Context: an optimization exercise on an open-source flow, tuned for a short achievable clock period and few clock cycles. The choices shown serve that exercise and are no tape-out recipe. The RTL was checked by simulation tests, not by an equivalence proof against the original design. Power and IR drop assume default switching activity.

==> flow/design.v <==
    localparam ADD     = 4'b0000;
    localparam SUB     = 4'b0001;
    localparam OR      = 4'b0010;
    localparam AND     = 4'b0011;
    localparam XOR     = 4'b0100;
    localparam NOT     = 4'b0101;
    localparam READ    = 4'b0110;
    localparam WRITE   = 4'b0111;
    localparam LOAD    = 4'b1000;
    localparam CMP     = 4'b1001;
    localparam SHIFT   = 4'b1010;
    localparam JMP     = 4'b1011;
    localparam JMPC    = 4'b1100;
    localparam SPECIAL = 4'b1101;
    localparam STACK   = 4'b1110;
    localparam MEM_NOP   = 2'b00;
    localparam MEM_READ  = 2'b01;
    localparam MEM_WRITE = 2'b10;
    localparam CMP_EQ_BIT       = 0;
    localparam CMP_RA_GT_RB_BIT = 1;
    localparam CMP_RB_GT_RA_BIT = 2;
    localparam CMP_RA_ZERO_BIT  = 3;
    localparam CMP_RB_ZERO_BIT  = 4;
    localparam CMP_CODE_EQ       = 3'b000;
    localparam CMP_CODE_RA_GT_RB = 3'b001;
    localparam CMP_CODE_RB_GT_RA = 3'b010;
    localparam CMP_CODE_RA_ZERO  = 3'b011;
    localparam CMP_CODE_RB_ZERO  = 3'b100;
    localparam FETCH         = 10'b0000000001;
    localparam DECODE        = 10'b0000000010;
    localparam REG_READ      = 10'b0000000100;
    localparam EXEC          = 10'b0000001000;
    localparam STORE         = 10'b0000010000;
    localparam REG_WRITE     = 10'b0000100000;
    localparam FETCH_IRQ_NUM = 10'b0001000000;
    localparam SAVE_PC       = 10'b0010000000;
    localparam ENTER_ISR     = 10'b0100000000;
    localparam DECREMENT_SP  = 10'b1000000000;
    localparam RAM_SIZE  = 16'h8000;
    localparam APP       = 16'h0064;
    localparam TIMER1_COUNT         = RAM_SIZE - 10;
    localparam TIMER_ENABLE         = RAM_SIZE - 9;
    localparam UART_1_RW            = RAM_SIZE - 2;
    localparam UART_1_RX_DATA_READY = RAM_SIZE - 1;
    localparam UART_1_TX_READY      = RAM_SIZE;
module core(input wire I_clk,
    input wire I_reset,
    input wire I_irq_active,
    input wire MEM_ready,
    input wire[15:0] MEM_data_in,
    input wire MEM_data_ready,
    output reg O_irq_ack,
    output reg MEM_exec,
    output reg MEM_write,
    output reg[1:0] MEM_size,
    output reg[15:0] MEM_addr,
    output reg[15:0] MEM_data_out);
     localparam ADD     = 4'b0000;
    localparam SUB     = 4'b0001;
    localparam OR      = 4'b0010;
    localparam AND     = 4'b0011;
    localparam XOR     = 4'b0100;
    localparam NOT     = 4'b0101;
    localparam READ    = 4'b0110;
    localparam WRITE   = 4'b0111;
    localparam LOAD    = 4'b1000;
    localparam CMP     = 4'b1001;
    localparam SHIFT   = 4'b1010;
    localparam JMP     = 4'b1011;
    localparam JMPC    = 4'b1100;
    localparam SPECIAL = 4'b1101;
    localparam STACK   = 4'b1110;
localparam OK_FETCH = 2'd0, OK_KILL = 2'd1, OK_READ = 2'd2, OK_WRITE = 2'd3;
localparam M_RUN = 3'd0, M_DRAIN = 3'd1, M_ACK = 3'd2, M_NUM = 3'd3, M_PUSH = 3'd4, M_VEC = 3'd5;
localparam W_SUM = 3'd0, W_LOG = 3'd1, W_SHF = 3'd2, W_CMP = 3'd3, W_SP = 3'd4, W_LD = 3'd5;
localparam APP = 16'h0064;
localparam CI = 4;               
localparam DW = 31;
reg        r_fetch;              
reg        o_v;                  
reg [1:0]  o_kind;
reg [15:0] o_addr;
reg [15:0] fpc;                  
reg [15:0] npc;                  
reg [1:0]  ib_cnt;               
reg [15:0] ib0, ib1;
reg        ib_wp, ib_rp;
reg        ie, rec, irq_q;
reg [2:0]  mode;
reg [15:0] irqn;
reg [127:0] rf;                  
localparam CN = 1 << CI, TW = 15 - CI;
reg [CN-1:0]       cv;
reg [CN*TW-1:0]    ctag;
reg [CN*16-1:0]    cdat;
reg [CN*4-1:0]     cpre;        
reg        d_v;
reg [15:0] d_ir, d_pc, d_pc2;     
reg        x_v;
reg [1:0]  x_st;
reg [15:0] x_ir, x_pc;
reg [15:0] A, B, bop, lop, moff, tgt_rel, tgt_rel2;
reg        cin;
reg [15:0] sum_q, log_q, shf_q, sp_q, ld_q;
reg [4:0]  cmp_q;
reg        w_v, w_en1, w_en2;
reg [2:0]  w_a1, w_a2, w_sel;
reg [1:0]  w_mask;
wire [15:0] maddr, sum_d, sp_d, tgt_d, tgt_d2;
reg  [15:0] d_off;               
wire [CI+1:0] lo1 = {1'b0, d_pc[CI:0]} + {1'b0, d_off[CI:0]};
wire [CI+1:0] lo2 = {1'b0, d_pc2[CI:0]} + {1'b0, d_off[CI:0]};
wire c_lo1 = lo1[CI+1], c_lo2 = lo2[CI+1];
wire [3:0] op = x_ir[15:12];
wire m = x_ir[8];
wire [2:0] rd = x_ir[11:9], ra = x_ir[7:5];
wire [DW-1:0] d_dec;
reg  [DW-1:0] x_dec;
idec dec_d(.i(d_ir), .o(d_dec));
wire is_sub   = x_dec[0];
wire is_or    = x_dec[1];
wire is_and   = x_dec[2];
wire is_xor   = x_dec[3];
wire is_not   = x_dec[4];
wire is_read  = x_dec[5];
wire is_write = x_dec[6];
wire is_load  = x_dec[7];
wire is_jmp   = x_dec[8];
wire is_jmpc  = x_dec[9];
wire is_ei    = x_dec[10];
wire is_di    = x_dec[11];
wire is_reti  = x_dec[12];
wire is_push  = x_dec[13];
wire is_rdop  = x_dec[14];
wire is_wrop  = x_dec[15];
wire is_memop = x_dec[16];
wire x_wen1   = x_dec[17];
wire x_wen2   = x_dec[18];
wire br_rel   = x_dec[19];
wire [2:0] x_a1  = x_dec[22:20];
wire [2:0] x_sel = x_dec[25:23];
wire [1:0] x_mask = x_dec[27:26];
wire [1:0] msize  = x_dec[29:28];
wire is_cmp       = x_dec[30];
wire [3:0] dop = d_ir[15:12];
wire dm = d_ir[8];
wire [2:0] d_ra = d_ir[7:5], d_rb = d_ir[4:2];
wire d_spec = dop == SPECIAL;
reg d_uses_a, d_uses_b, d_jmpc;
reg [7:0] d_rma, d_rmb, x_wm, x_cm;
wire fwd_cmp = x_v && d_jmpc && |(d_rma & x_cm);
wire hazard = x_v && ((!fwd_cmp && |(d_rma & x_wm)) || |(d_rmb & x_wm));
wire [15:0] res = (w_sel == W_SUM) ? sum_q : (w_sel == W_LOG) ? log_q : (w_sel == W_SHF) ? shf_q :
                  (w_sel == W_CMP) ? {11'b0, cmp_q} : (w_sel == W_LD) ? ld_q : sp_q;
reg [15:0] rA_v, rB_v;
always @(*) begin
    rA_v = rf[16*d_ra +: 16];
    if (w_v && w_en2 && w_a2 == d_ra)
        rA_v = sp_q;
    if (w_v && w_en1 && w_a1 == d_ra) begin
        if (w_mask[0]) rA_v[7:0] = res[7:0];
        if (w_mask[1]) rA_v[15:8] = res[15:8];
    end
    rB_v = rf[16*d_rb +: 16];
    if (w_v && w_en2 && w_a2 == d_rb)
        rB_v = sp_q;
    if (w_v && w_en1 && w_a1 == d_rb) begin
        if (w_mask[0]) rB_v[7:0] = res[7:0];
        if (w_mask[1]) rB_v[15:8] = res[15:8];
    end
end
wire [15:0] imm4 = dm ? {12'b0, d_ir[4:1]} : {{12{d_ir[4]}}, d_ir[4:1]};
wire [15:0] bsrc = d_ir[0] ? imm4 : rB_v;
wire fill = MEM_data_ready && o_v && (o_kind == OK_FETCH || o_kind == OK_KILL);
wire [CI-1:0] fidx = o_addr[CI:1];
wire [15:0] fpc2;
add16 add_fpc2(.a(fpc), .b(16'd2), .ci(1'b0), .s(fpc2));
wire [CN-1:0] m_f, md_r, md_r2;
reg  [CN-1:0] m_r, m_r2;
wire [TW-1:0] ftag = fpc[15:CI+1], ftag1 = fpc[15:CI+1] + 1'b1, rtag = tgt_rel[15:CI+1];
genvar gi;
generate
    for (gi = 0; gi < CN; gi = gi + 1) begin : cmpg
        assign m_f[gi] = cv[gi] && ctag[TW*gi +: TW] == ftag;
        wire e1, e2;
        sumeq #(.LO(CI+1)) eq1(.a(d_pc), .b(d_off), .k(ctag[TW*gi +: TW]), .c(c_lo1), .eq(e1));
        sumeq #(.LO(CI+1)) eq2(.a(d_pc2), .b(d_off), .k(ctag[TW*gi +: TW]), .c(c_lo2), .eq(e2));
        assign md_r[gi] = cv[gi] && e1;
        assign md_r2[gi] = cv[gi] && e2;
    end
endgenerate
wire [CI-1:0] fi = fpc[CI:1], fi2 = fpc[CI:1] + 1'b1, ri = tgt_rel[CI:1];
wire m_f2 = (fi != {CI{1'b1}}) ? m_f[fi2] : (cv[0] && ctag[TW-1:0] == ftag1);
wire hc_f   = m_f[fi] && !(fill && fidx == fi);
wire hc_f2  = m_f2 && !(fill && fidx == fi2);
wire hc_rel = m_r[ri] && !(fill && fidx == ri);
wire [CI-1:0] ri2 = tgt_rel2[CI:1];
wire hc_rel2 = m_r2[ri2] && !(fill && fidx == ri2);
wire [15:0] cd_rel2 = cdat[16*ri2 +: 16];
wire [15:0] cd_f   = cdat[16*fpc[CI:1] +: 16];
wire [15:0] cd_f2  = cdat[16*fi2 +: 16];
wire [15:0] cd_rel = cdat[16*tgt_rel[CI:1] +: 16];
reg hit;                         
reg [15:0] cdata;                
wire acc = MEM_exec && MEM_ready;
wire x_first = x_v && x_st == 2'd0;
wire x_wait = x_v && x_st == 2'd1;
wire reti_fin = x_v && x_st == 2'd2;    
reg  br_taken;                   
wire [2:0] d_c = d_ir[11:9];
reg [7:0] fl;
integer k;
always @(*)
    for (k = 0; k < 8; k = k + 1)
        fl[k] = (d_c == 3'd0) ? rf[16*k] : (d_c == 3'd1) ? rf[16*k+1] : (d_c == 3'd2) ? rf[16*k+2] :
                (d_c == 3'd3) ? rf[16*k+3] : (d_c == 3'd4) ? rf[16*k+4] : 1'b0;
wire res_fl = (d_c == 3'd0) ? res[0] : (d_c == 3'd1) ? res[1] : (d_c == 3'd2) ? res[2] :
              (d_c == 3'd3) ? res[3] : (d_c == 3'd4) ? res[4] : 1'b0;
wire sp_fl = (d_c == 3'd0) ? sp_q[0] : (d_c == 3'd1) ? sp_q[1] : (d_c == 3'd2) ? sp_q[2] :
             (d_c == 3'd3) ? sp_q[3] : (d_c == 3'd4) ? sp_q[4] : 1'b0;
wire [4:0] x_flags = {B == 16'h0000, A == 16'h0000, lt, gt, eq};
wire x_fl = (d_c == 3'd0) ? x_flags[0] : (d_c == 3'd1) ? x_flags[1] : (d_c == 3'd2) ? x_flags[2] :
            (d_c == 3'd3) ? x_flags[3] : (d_c == 3'd4) ? x_flags[4] : 1'b0;
wire d_flag = fwd_cmp ? x_fl :
              (w_v && w_en1 && w_mask[0] && w_a1 == d_ra) ? res_fl :
              (w_v && w_en2 && w_a2 == d_ra) ? sp_fl : fl[d_ra];
wire d_taken = dop == JMP || (dop == JMPC && d_flag);
wire [15:0] br_tgt = br_rel ? tgt_rel : is_jmp ? A : B;
wire wr_done = x_wait && is_wrop && acc && !r_fetch;
wire rd_done = x_wait && is_rdop && MEM_data_ready && o_v && o_kind == OK_READ;
wire x_done = (x_first && !is_memop) || wr_done || (rd_done && !is_reti) || reti_fin;
wire x_free = !x_v || x_done;
wire redirect_br = x_first && br_taken;
wire redirect_reti = reti_fin;
wire irq_vec_go = mode == M_VEC;
wire redirect = redirect_br || redirect_reti || irq_vec_go;
wire [15:0] vec = APP + {irqn[14:0], 1'b0};
wire rt_hit = redirect_br && br_rel && hc_rel;
wire [15:0] rt_cd = cd_rel;
wire [15:0] rtgt = redirect_reti ? ld_q : irq_vec_go ? vec : br_tgt;
wire [15:0] npc2;
add16 add_npc2(.a(npc), .b(16'd2), .ci(1'b0), .s(npc2));
wire irq_take = mode == M_RUN && ie && irq_q && x_free && !redirect;
wire kill = redirect || irq_take;
wire o_live = o_v && o_kind == OK_FETCH;
wire fc = MEM_data_ready && o_live;
wire ch = mode == M_RUN && hit && !o_live && !ib_cnt[1];
wire d_adv = d_v && x_free && !hazard && !kill;
wire d_free = !d_v || (x_free && !hazard);
wire d_load = (!d_v || d_adv) && !kill && mode == M_RUN && (ib_cnt[0] || fc || ch);
wire [15:0] new_instr = fc ? MEM_data_in : cdata;
wire [15:0] d_src = ib_cnt[0] ? (ib_rp ? ib1 : ib0) : new_instr;
wire [15:0] d_in = redirect_br ? rt_cd : d_src;
wire [3:0] pre_src, pre_mem;
pdec pdec_src(.w(d_src), .p(pre_src));
pdec pdec_mem(.w(MEM_data_in), .p(pre_mem));
wire [3:0] rt_pre = cpre[4*tgt_rel[CI:1] +: 4];
wire [3:0] pre_in = redirect_br ? rt_pre : pre_src;
wire s_uses_a = pre_in[0];
wire s_uses_b = pre_in[1];
wire s_jmpc = pre_in[2];
wire s_jmp = pre_in[3];
wire ib_pop = d_load && ib_cnt[0];
wire ib_keep = (fc || ch) && !(d_load && !ib_cnt[0]);
wire fetch_ok = !ib_cnt[1] && !(ib_cnt[0] && o_live);
add16 add_maddr(.a(A), .b(moff), .ci(1'b0), .s(maddr));
add16 add_sum(.a(A), .b(bop), .ci(cin), .s(sum_d));
add16 add_sp(.a(A), .b(is_push ? 16'hFFFE : 16'h0002), .ci(1'b0), .s(sp_d));
add16 add_tgt(.a(d_pc), .b(d_off), .ci(1'b0), .s(tgt_d));
add16 add_tgt2(.a(d_pc2), .b(d_off), .ci(1'b0), .s(tgt_d2));
wire [15:0] wdata = (is_push && x_ir[0]) ? x_pc : B;
wire dreq = x_first && is_memop;
wire eq = A == B;
wire lt = m ? (A < B) : ($signed(A) < $signed(B));
wire gt = !lt && !eq;
reg        q_ld, q_ld_d, q_write;
reg [1:0]  q_size;
reg [15:0] q_addr, q_dout;
always @(*) begin
    q_ld = 1'b1;
    q_ld_d = 1'b0;
    q_write = 1'b0;
    q_size = 2'd2;
    q_addr = fpc;
    q_dout = npc;
    if (mode == M_NUM) begin
        q_ld_d = 1'b1;
        q_write = 1'b1;
        q_addr = rf[127:112] - 16'd2;
    end
    else if (dreq) begin
        q_ld_d = 1'b1;
        q_write = is_wrop;
        q_size = msize;
        q_addr = maddr;
        q_dout = wdata;
    end
    else if (redirect) begin
        q_addr = rtgt;
    end
    else if (MEM_exec) begin
        q_ld = 1'b0;
    end
end
integer i;
always @(posedge I_clk) begin
    if (I_reset) begin
        d_ir <= 16'h0000;
        d_pc <= 16'h0000;
        d_pc2 <= 16'h0000;
        x_ir <= 16'h0000;
        x_pc <= 16'h0000;
        A <= 16'h0000;
        B <= 16'h0000;
        bop <= 16'h0000;
        lop <= 16'h0000;
        moff <= 16'h0000;
        tgt_rel <= 16'h0000;
        tgt_rel2 <= 16'h0000;
        m_r <= {CN{1'b0}};
        m_r2 <= {CN{1'b0}};
        cdata <= 16'h0000;
        ib0 <= 16'h0000;
        ib1 <= 16'h0000;
        ld_q <= 16'h0000;
        o_addr <= 16'h0000;
        sum_q <= 16'h0000;
        log_q <= 16'h0000;
        shf_q <= 16'h0000;
        sp_q <= 16'h0000;
        irqn <= 16'h0000;
        x_dec <= {DW{1'b0}};
        d_uses_a <= 1'b0;
        d_uses_b <= 1'b0;
        d_jmpc <= 1'b0;
        d_rma <= 8'd0;
        d_off <= 16'h0000;
        d_rmb <= 8'd0;
        x_wm <= 8'd0;
        x_cm <= 8'd0;
        cmp_q <= 5'd0;
        br_taken <= 1'b0;
        cin <= 1'b0;
        w_en1 <= 1'b0;
        w_en2 <= 1'b0;
        w_a1 <= 3'd0;
        w_a2 <= 3'd0;
        w_sel <= 3'd0;
        w_mask <= 2'd0;
        MEM_exec <= 1'b0;
        MEM_write <= 1'b0;
        MEM_size <= 2'd0;
        MEM_addr <= 16'h0000;
        MEM_data_out <= 16'h0000;
        r_fetch <= 1'b0;
        o_v <= 1'b0;
        o_kind <= OK_FETCH;
        fpc <= 16'h0000;
        npc <= 16'h0000;
        ib_cnt <= 2'd0;
        ib_wp <= 1'b0;
        ib_rp <= 1'b0;
        d_v <= 1'b0;
        x_v <= 1'b0;
        x_st <= 2'd0;
        w_v <= 1'b0;
        ie <= 1'b0;
        rec <= 1'b0;
        irq_q <= 1'b0;
        mode <= M_RUN;
        O_irq_ack <= 1'b0;
        for (i = 0; i < 8; i = i + 1)
            rf[16*i +: 16] <= 16'h0000;
        cv <= {CN{1'b0}};
        hit <= 1'b0;
    end
    else begin
        irq_q <= I_irq_active;
        if (mode == M_NUM || dreq) begin
            MEM_exec <= 1'b1;
            r_fetch <= 1'b0;
        end
        else if (redirect) begin
            MEM_exec <= !rt_hit;
            r_fetch <= 1'b1;
        end
        else if (irq_take || acc || (ch && r_fetch)) begin
            MEM_exec <= 1'b0;
        end
        else if (!MEM_exec && mode == M_RUN && fetch_ok && !hit) begin
            MEM_exec <= 1'b1;
            r_fetch <= 1'b1;
        end
        if (q_ld) begin
            MEM_write <= q_write;
            MEM_size <= q_size;
            MEM_addr <= q_addr;
        end
        if (q_ld_d)
            MEM_data_out <= q_dout;
        if (redirect) begin
            fpc <= rt_hit ? tgt_rel2 : rtgt;
            hit <= rt_hit && hc_rel2;
            cdata <= cd_rel2;
        end
        else if (ch) begin
            fpc <= fpc2;
            hit <= hc_f2;
            cdata <= cd_f2;
        end
        else begin
            if (acc && r_fetch)
                fpc <= fpc2;
            hit <= hc_f && !(acc && r_fetch);
            cdata <= cd_f;
        end
        if (acc) begin
            o_v <= 1'b1;
            o_addr <= MEM_addr;
            o_kind <= r_fetch ? ((kill || ch) ? OK_KILL : OK_FETCH) : (MEM_write ? OK_WRITE : OK_READ);
        end
        else begin
            if (MEM_data_ready)
                o_v <= 1'b0;
            if (kill && o_kind == OK_FETCH)
                o_kind <= OK_KILL;
        end
        if (fill) begin
            cv[o_addr[CI:1]] <= 1'b1;
            ctag[TW*o_addr[CI:1] +: TW] <= o_addr[15:CI+1];
            cdat[16*o_addr[CI:1] +: 16] <= MEM_data_in;
            cpre[4*o_addr[CI:1] +: 4] <= pre_mem;
        end
        if (fc || ch) begin
            if (ib_wp) ib1 <= new_instr;
            else       ib0 <= new_instr;
        end
        if (kill) begin
            ib_cnt <= 2'd0;
            ib_wp <= 1'b0;
            ib_rp <= 1'b0;
        end
        else begin
            ib_cnt[0] <= (ib_keep && !ib_pop) || (ib_cnt[0] && !(ib_pop && !ib_keep)) || ib_cnt[1];
            ib_cnt[1] <= (ib_keep && !ib_pop && ib_cnt[0]) || (ib_cnt[1] && !(ib_pop && !ib_keep));
            if (ib_keep) ib_wp <= !ib_wp;
            if (ib_pop) ib_rp <= !ib_rp;
        end
        if (redirect)
            npc <= rt_hit ? tgt_rel2 : rtgt;
        else if (irq_take)
            npc <= d_v ? d_pc : npc;
        else if (d_load)
            npc <= npc2;
        if (d_free || redirect_br) begin
            d_ir <= d_in;
            d_uses_a <= s_uses_a;
            d_uses_b <= s_uses_b;
            d_rma <= s_uses_a ? (8'd1 << d_in[7:5]) : 8'd0;
            d_off <= s_jmp ? {{8{d_in[7]}}, d_in[7:0]} : {{11{d_in[4]}}, d_in[4:0]};
            d_rmb <= s_uses_b ? (8'd1 << d_in[4:2]) : 8'd0;
            d_jmpc <= s_jmpc;
            d_pc <= redirect_br ? tgt_rel : npc;
            d_pc2 <= redirect_br ? tgt_rel2 : npc2;
        end
        if (redirect_br)
            d_v <= rt_hit;
        else if (d_load)
            d_v <= 1'b1;
        else if (d_adv || kill)
            d_v <= 1'b0;
        if (d_adv) begin
            x_v <= 1'b1;
            x_st <= 2'd0;
        end
        else if (x_done) begin
            x_v <= 1'b0;
        end
        else if (x_first) begin
            x_st <= 2'd1;
        end
        else if (rd_done) begin
            x_st <= 2'd2;
        end
        if (x_free) begin
            x_ir <= d_ir;
            x_dec <= d_dec;
            x_wm <= (d_dec[17] ? (8'd1 << d_dec[22:20]) : 8'd0) | (d_dec[18] ? (8'd1 << d_ir[7:5]) : 8'd0);
            x_cm <= d_dec[30] ? (8'd1 << d_dec[22:20]) : 8'd0;
            br_taken <= d_taken;
            x_pc <= d_pc;
            A <= rA_v;
            B <= rB_v;
            bop <= (dop == SUB) ? ~bsrc : bsrc;
            cin <= dop == SUB;
            lop <= dm ? {11'b0, d_ir[4:0]} : rB_v;
            moff <= (dop == READ) ? {{11{d_ir[4]}}, d_ir[4:0]} :
                    (dop == WRITE) ? {{11{d_ir[11]}}, d_ir[11:9], d_ir[1:0]} :
                    (dop == STACK && !dm) ? 16'hFFFE : 16'h0000;
            tgt_rel <= tgt_d;
            tgt_rel2 <= tgt_d2;
            m_r <= md_r & ~(fill ? ({{(CN-1){1'b0}}, 1'b1} << fidx) : {CN{1'b0}});
            m_r2 <= md_r2 & ~(fill ? ({{(CN-1){1'b0}}, 1'b1} << fidx) : {CN{1'b0}});
        end
        sum_q <= sum_d;
        log_q <= is_or ? (A | lop) : is_and ? (A & lop) : is_xor ? (A ^ lop) :
                 is_not ? ~A : is_load ? {x_ir[7:0], x_ir[7:0]} : x_pc;
        shf_q <= x_ir[4] ? 16'h0000 : (m ? (A >> x_ir[3:0]) : (A << x_ir[3:0]));
        cmp_q <= x_flags;
        sp_q <= sp_d;
        if (x_first) begin
            if (is_ei) begin
                ie <= 1'b1;
                rec <= 1'b1;
            end
            if (is_di) begin
                ie <= 1'b0;
                rec <= 1'b0;
            end
        end
        if (x_wait)
            ld_q <= MEM_data_in;
        if (rd_done) begin
            if (is_reti)
                ie <= rec;
        end
        w_v <= x_done;
        w_en1 <= x_wen1;
        w_a1 <= x_a1;
        w_en2 <= x_wen2;
        w_a2 <= ra;
        w_sel <= x_sel;
        w_mask <= x_mask;
        if (w_v && w_en2)
            rf[16*w_a2 +: 16] <= sp_q;
        if (w_v && w_en1) begin
            if (w_mask[0]) rf[16*w_a1 +: 8] <= res[7:0];
            if (w_mask[1]) rf[16*w_a1+8 +: 8] <= res[15:8];
        end
        case (mode)
            M_RUN: begin
                if (irq_take)
                    mode <= M_DRAIN;
            end
            M_DRAIN: begin
                if (!o_v && !MEM_exec && !w_v) begin
                    O_irq_ack <= 1'b1;
                    ie <= 1'b0;
                    mode <= M_ACK;
                end
            end
            M_ACK: begin
                O_irq_ack <= 1'b0;
                mode <= M_NUM;
            end
            M_NUM: begin
                irqn <= MEM_data_in;
                rf[127:112] <= rf[127:112] - 16'd2;
                mode <= M_PUSH;
            end
            M_PUSH: begin
                if (acc)
                    mode <= M_VEC;
            end
            default: begin
                mode <= M_RUN;
            end
        endcase
    end
end
endmodule
module idec(input wire [15:0] i, output wire [30:0] o);
     localparam ADD     = 4'b0000;
    localparam SUB     = 4'b0001;
    localparam OR      = 4'b0010;
    localparam AND     = 4'b0011;
    localparam XOR     = 4'b0100;
    localparam NOT     = 4'b0101;
    localparam READ    = 4'b0110;
    localparam WRITE   = 4'b0111;
    localparam LOAD    = 4'b1000;
    localparam CMP     = 4'b1001;
    localparam SHIFT   = 4'b1010;
    localparam JMP     = 4'b1011;
    localparam JMPC    = 4'b1100;
    localparam SPECIAL = 4'b1101;
    localparam STACK   = 4'b1110;
localparam W_SUM = 3'd0, W_LOG = 3'd1, W_SHF = 3'd2, W_CMP = 3'd3, W_SP = 3'd4, W_LD = 3'd5;
wire [3:0] op = i[15:12];
wire m = i[8];
wire is_add   = op == ADD;
wire is_sub   = op == SUB;
wire is_or    = op == OR;
wire is_and   = op == AND;
wire is_xor   = op == XOR;
wire is_not   = op == NOT;
wire is_read  = op == READ;
wire is_write = op == WRITE;
wire is_load  = op == LOAD;
wire is_cmp   = op == CMP;
wire is_shift = op == SHIFT;
wire is_jmp   = op == JMP;
wire is_jmpc  = op == JMPC;
wire is_spec  = op == SPECIAL;
wire is_spc   = is_spec && i[2:0] == 3'b000;
wire is_ei    = is_spec && i[2:0] == 3'b001;
wire is_di    = is_spec && i[2:0] == 3'b010;
wire is_reti  = is_spec && i[2:0] == 3'b100;
wire is_push  = op == STACK && !m;
wire is_pop   = op == STACK && m;
wire is_rdop  = is_read || is_pop || is_reti;
wire is_wrop  = is_write || is_push;
wire is_memop = is_rdop || is_wrop;
wire is_logic = is_or || is_and || is_xor || is_not || is_load || is_spc;
wire wen1     = is_add || is_sub || is_logic || is_cmp || is_shift || is_read || is_push || is_pop || is_reti;
wire [2:0] a1 = is_reti ? i[7:5] : i[11:9];
wire wen2     = is_pop;
wire br_rel   = (is_jmp && !m) || (is_jmpc && m);
wire [2:0] sel = (is_add || is_sub) ? W_SUM : is_logic ? W_LOG : is_shift ? W_SHF :
                 is_cmp ? W_CMP : (is_read || is_pop) ? W_LD : W_SP;
wire [1:0] mask = is_load ? (m ? 2'b10 : 2'b01) : 2'b11;
wire [1:0] msize = (is_read || is_write) ? (m ? 2'd2 : 2'd1) : 2'd2;
assign o = {is_cmp, msize, mask, sel, a1, br_rel, wen2, wen1, is_memop, is_wrop, is_rdop, is_push, is_reti,
            is_di, is_ei, is_jmpc, is_jmp, is_load, is_write, is_read, is_not, is_xor, is_and, is_or, is_sub};
endmodule
module add16(input wire [15:0] a, input wire [15:0] b, input wire ci, output wire [15:0] s);
wire [15:0] p = a ^ b;
wire [15:0] g0 = (a & b) | {15'b0, p[0] & ci};
wire [15:0] g1, p1, g2, p2, g3, p3, g4;
genvar i;
generate
    for (i = 0; i < 16; i = i + 1) begin : l1
        if (i < 1) begin : lo
            assign g1[i] = g0[i];
            assign p1[i] = p[i];
        end else begin : hi
            assign g1[i] = g0[i] | (p[i] & g0[i-1]);
            assign p1[i] = p[i] & p[i-1];
        end
    end
    for (i = 0; i < 16; i = i + 1) begin : l2
        if (i < 2) begin : lo
            assign g2[i] = g1[i];
            assign p2[i] = p1[i];
        end else begin : hi
            assign g2[i] = g1[i] | (p1[i] & g1[i-2]);
            assign p2[i] = p1[i] & p1[i-2];
        end
    end
    for (i = 0; i < 16; i = i + 1) begin : l3
        if (i < 4) begin : lo
            assign g3[i] = g2[i];
            assign p3[i] = p2[i];
        end else begin : hi
            assign g3[i] = g2[i] | (p2[i] & g2[i-4]);
            assign p3[i] = p2[i] & p2[i-4];
        end
    end
    for (i = 0; i < 16; i = i + 1) begin : l4
        if (i < 8) begin : lo
            assign g4[i] = g3[i];
        end else begin : hi
            assign g4[i] = g3[i] | (p3[i] & g3[i-8]);
        end
    end
endgenerate
assign s = p ^ {g4[14:0], ci};
endmodule
module sumeq #(parameter LO = 5) (input wire [15:0] a, input wire [15:0] b, input wire [15-LO:0] k,
    input wire c, output wire eq);
wire [15:LO] x = a[15:LO] ^ b[15:LO];
wire [15:LO] kk = k;
wire [15:LO] ci;
assign ci[LO] = c;
genvar i;
generate
    for (i = LO + 1; i <= 15; i = i + 1) begin : cg
        assign ci[i] = (a[i-1] & b[i-1]) | ((a[i-1] | b[i-1]) & ~kk[i-1]);
    end
endgenerate
assign eq = &(~(x ^ ci ^ kk));
endmodule
module pdec(input wire [15:0] w, output wire [3:0] p);
     localparam ADD     = 4'b0000;
    localparam SUB     = 4'b0001;
    localparam OR      = 4'b0010;
    localparam AND     = 4'b0011;
    localparam XOR     = 4'b0100;
    localparam NOT     = 4'b0101;
    localparam READ    = 4'b0110;
    localparam WRITE   = 4'b0111;
    localparam LOAD    = 4'b1000;
    localparam CMP     = 4'b1001;
    localparam SHIFT   = 4'b1010;
    localparam JMP     = 4'b1011;
    localparam JMPC    = 4'b1100;
    localparam SPECIAL = 4'b1101;
    localparam STACK   = 4'b1110;
wire [3:0] op = w[15:12];
wire m = w[8];
wire uses_a = !(op == LOAD || (op == JMP && !m) || (op == SPECIAL && w[2:0] != 3'b100) || op == 4'hF);
wire uses_b = ((op == ADD || op == SUB) && !w[0]) ||
              ((op == OR || op == AND || op == XOR) && !m) ||
              op == WRITE || op == CMP || (op == JMPC && !m) ||
              (op == STACK && !m && !w[0]);
assign p = {op == JMP, op == JMPC, uses_b, uses_a};
endmodule
==> flow/run.sh <==
#!/bin/bash
# synth_recipe.tcl (not shown) runs the flow's synth.tcl, then flattens the netlist and writes it again
# the make line also repeats each setting of config.mk as NAME=value (left out here)
make -C /OpenROAD-flow-scripts/flow DESIGN_CONFIG=/design/flow/config.mk WORK_HOME=/design/flow/orfs CLKGATE_MAP_FILE= SYNTH_SCRIPT=/design/flow/synth_recipe.tcl finish
==> flow/config.mk <==
export PLATFORM = sky130hd
export DESIGN_NAME = core
export DESIGN_NICKNAME = core
export VERILOG_FILES = /design/flow/design.v
export SDC_FILE = /design/flow/constraint.sdc
export NUM_CORES = 4
export LEC_CHECK = 0
export ABC_CLOCK_PERIOD_IN_PS = 2400
export CAP_MARGIN = 20
export CORE_MARGIN = 2
export CORE_UTILIZATION = 40
export SETUP_SLACK_MARGIN = 4.6
export SLEW_MARGIN = 20
export TNS_END_PERCENT = 100
==> flow/constraint.sdc <==
create_clock -name core_clock -period 7.0 [get_ports {I_clk}]
set_input_delay 1.4000 -clock core_clock [delete_from_list [all_inputs] [get_ports {I_clk}]]
set_output_delay 1.4000 -clock core_clock [all_outputs]
set_load 0.01 [all_outputs]
==> run notes <==
==> flip-flops by register name, indices dropped and copies added (netlist names), 27 cells and up <==
signal,flops
cpre,64
rf,128
cdat,256
x_dec,27
ctag,176
==> cells in the final DEF, fill, tap and decap left out, drive strengths merged, types with 232 or more instances in the layout <==
cell    instances
xor2          268
mux2i         234
a21oi         432
clkbuf        256
xnor2         699
nor2          679
a211oi        232
buf          1090
dfxtp         679
o21bai        293
nand2         864
o21ai         397
mux2          317
edfxtp        496
==> kinds of logic after synthesis <==
group	share of synthesized area [%]
muxes	12.50
buffers and inverters	5.221
DFF	36.07
and+or+nand+nor	13.62
adders and majority gates	2.766
xor gates and xnor gates	10.72
AOI/OAI and AO/OA	19.10
==> power groups by stage <==
stage,logic [W],registers (W),clock network [W]
floorplan,0.00211,0.00753,0
global placement,0.00290,0.00769,0
detailed placement,0.00293,0.00769,0
CTS,0.00406,0.00752,0.00765
global route,0.00478,0.00756,0.00794
finish,0.00476,0.00756,0.00772
==> cell type report <==
cell class              instances  area, um2
diodes                         16      40.04
clock buffers                 211       4193
clock inverters                48      506.7
fillers                     16090      89900
inverters                     155      659.4
multi-input cells            6450      54140
flip-flops and latches       1175      28780
well taps                    2640       3303
repair buffers               1159      15290
==> metal layers <==
layer  vias up  wire length (um)  GRT usage [%]  part of all wire, %
met5         -               496         0.1684                 0.12
met4        30             43070          25.89                   10
met3      2585             65010          13.44                   16
met2      7580            163800          53.04                   40
met1     39600            138600          44.41                   34
li1      32460                 -              -                    -
==> critical path, stage by stage, from the launching register on <==
cell	delay, ns
dfxtp_2	0.35
or4_4	0.60
or4_4	0.52
a31oi_4	0.17
buf_12	0.18
buf_16	0.17
buf_16	0.18
mux2i_1	0.20
a211o_1	0.15
nand4_1	0.32
==> stage by stage <==
stage	std cells	setup slack, ns	setup TNS [ns]	total power (W)	utilization, %
floorplan	8662	-2.716	-1347.31	0.009646	-
global placement	10700	2.386	0	0.01059	41.59
detailed placement	10700	2.317	0	0.01063	41.60
CTS	11500	4.015	0	0.01923	50.31
global route	11840	3.826	0	0.02028	54.30
finish	11850	3.836	0	0.02003	54.32
==> repair_timing <==
| item | CTS | global route |
|---|---|---|
| endpoints found under the setup margin | 1622 | 945 |
| setup buffers | 454 | 281 |
| hold buffers | 0 | 0 |
| gates cloned | 86 | 57 |
| gates resized for setup | 1646 | 1031 |
| pin swaps | 311 | 429 |
==> worst paths after layout <==
path	endpoint	slack [ns]	cells after the start
setup / recovery	cdata[8]	3.84	9
hold / removal	w_a1[1]	0.46	1
setup reg to reg	cdata[8]	3.84	9
hold reg to reg	w_a1[1]	0.46	1
==> results.tsv <==
metric	value	unit
power_density	187.4	nW/um2
grt_max_degree	107	
fin_nets	9275	
gp_congestion	0.9829	
vdd_drop_max	0.2727	mV
ys_seq_area_share	36.07	%
syn_area_per_cell	9.119	um2
yosysMostFrequentCell	nand2_1	
maxSlewViolCount	0	
die_area	201000	um2
postRouteAntennaNets	0	
cts_tree	yes	
grt_antenna_before_repair	21	
viasPerCell	6.939	
first_pass_iters	30	
critical_path.max_fanout	8	
fin_crit	3.164	ns
core_area	196800	um2
critPathKind	reg2reg	
clockBufferDepth	3	
ys_ff_latch	1175	
fin_crit_sh	45.20	%
async_flop_share	0	%
p_int	0.01370	W
first_global_vias	72950	
relSlewSlack	25.55	%
place_area	81870	um2
worstSetupStartpointType	flop	
cts.sinks	1175	
grt_pass1_wl	534.0	mm
p_seq_share	37.7	%
ys.flop_type	dfxtp_1	
holdWs	0.4552	ns
portBuffers	57	
syn2layout_area_growth	35.35	%
cts_made_buffers	142	
syn-cell-area	78990	um2
grt.total_usage	36.48	%
cts_max_level	4	
clock_latency	0.86	ns
fmax	316.0	MHz
synth-warning-count	1	
p_sw	0.006338	W
tightestPinTransition	1.116	ns
hp-class	reg2reg	
arrival	3.72	ns
hold_viol_final	0	
p_clk_share	38.5	%
finalInstanceArea	106900	um2
die_h	448.4	um
synthTopCellsByCount	nand2_1, xnor2_1, clkbuf_1, dfxtp_1, nor2_1	
drc	0	
num_vias	82260	
die_x	448.4	um
drt_iter0_markers	14020	
grt_overflow_total	0	
syn_nets	8854	
r2r_start	ib_cnt[1]	
wire_per_inst	34.66	um
maxCapViolations	0	
hold_start	x_dec[21]	
synth_edf_count	496	
synth.distinct_cells	93	
drive_gt1_share	33.19	%
synth_top_area_cell	edfxtp_1	
cp-startpoint	ib_cnt[1]	
rsz0062_at_grt	true	
combinationalPowerShare	23.7	%
ys_top_cells_by_area	edfxtp_1, dfxtp_1, xnor2_1	
crit_path_end_kind	flop	
p_leak	37.37	nW
setup_viol	0	
sw_frac_of_total	31.64	%
initial_core_util	40.13	%
status	timing/DRC/antenna clean	
required	7.56	ns
cts_root_buf	clkbuf_16	
fp-row-count	163	
synth.top_cell.area_share	18.86	%
ios	58	
post-dp-hpwl	220.0	mm
clock_skew	0.05051	ns
totalWireLength	410.9	mm
syn_inst	8662	
clk_pin_slew	0.06	ns
Testbench counts, summed over its fixed seeds: cycles 91,911.

## what the ideal ports hide
In the flow no input, the clock included, has a driving cell. The finished layout below was timed again as built, in two steps. Step 1 assumes that a clkbuf_16 drives the clock port and a buf_2 every other input. Step 2 adds t to the input delays and takes it off the output delays; t is the mean of the earliest and latest rising clock arrival at the registers after step 1. Input paths then give back, and output paths get back, about the clock's delay inside the block. a / b / c = ideal / step 1 / step 2; a / b = the first two.
shift t [ns]: 0.928
setup slack, ns: 3.836 / 3.836 / 3.028
worst setup path at the end: input to register
slew at the worst register clock pin (ns): 0.08 / 0.08
worst slew at a driven data input, ns: 0.24
After both steps this run still meets setup and hold. The setup slack of this run moves by 0.000 ns with the drivers and by -0.808 ns with both steps.
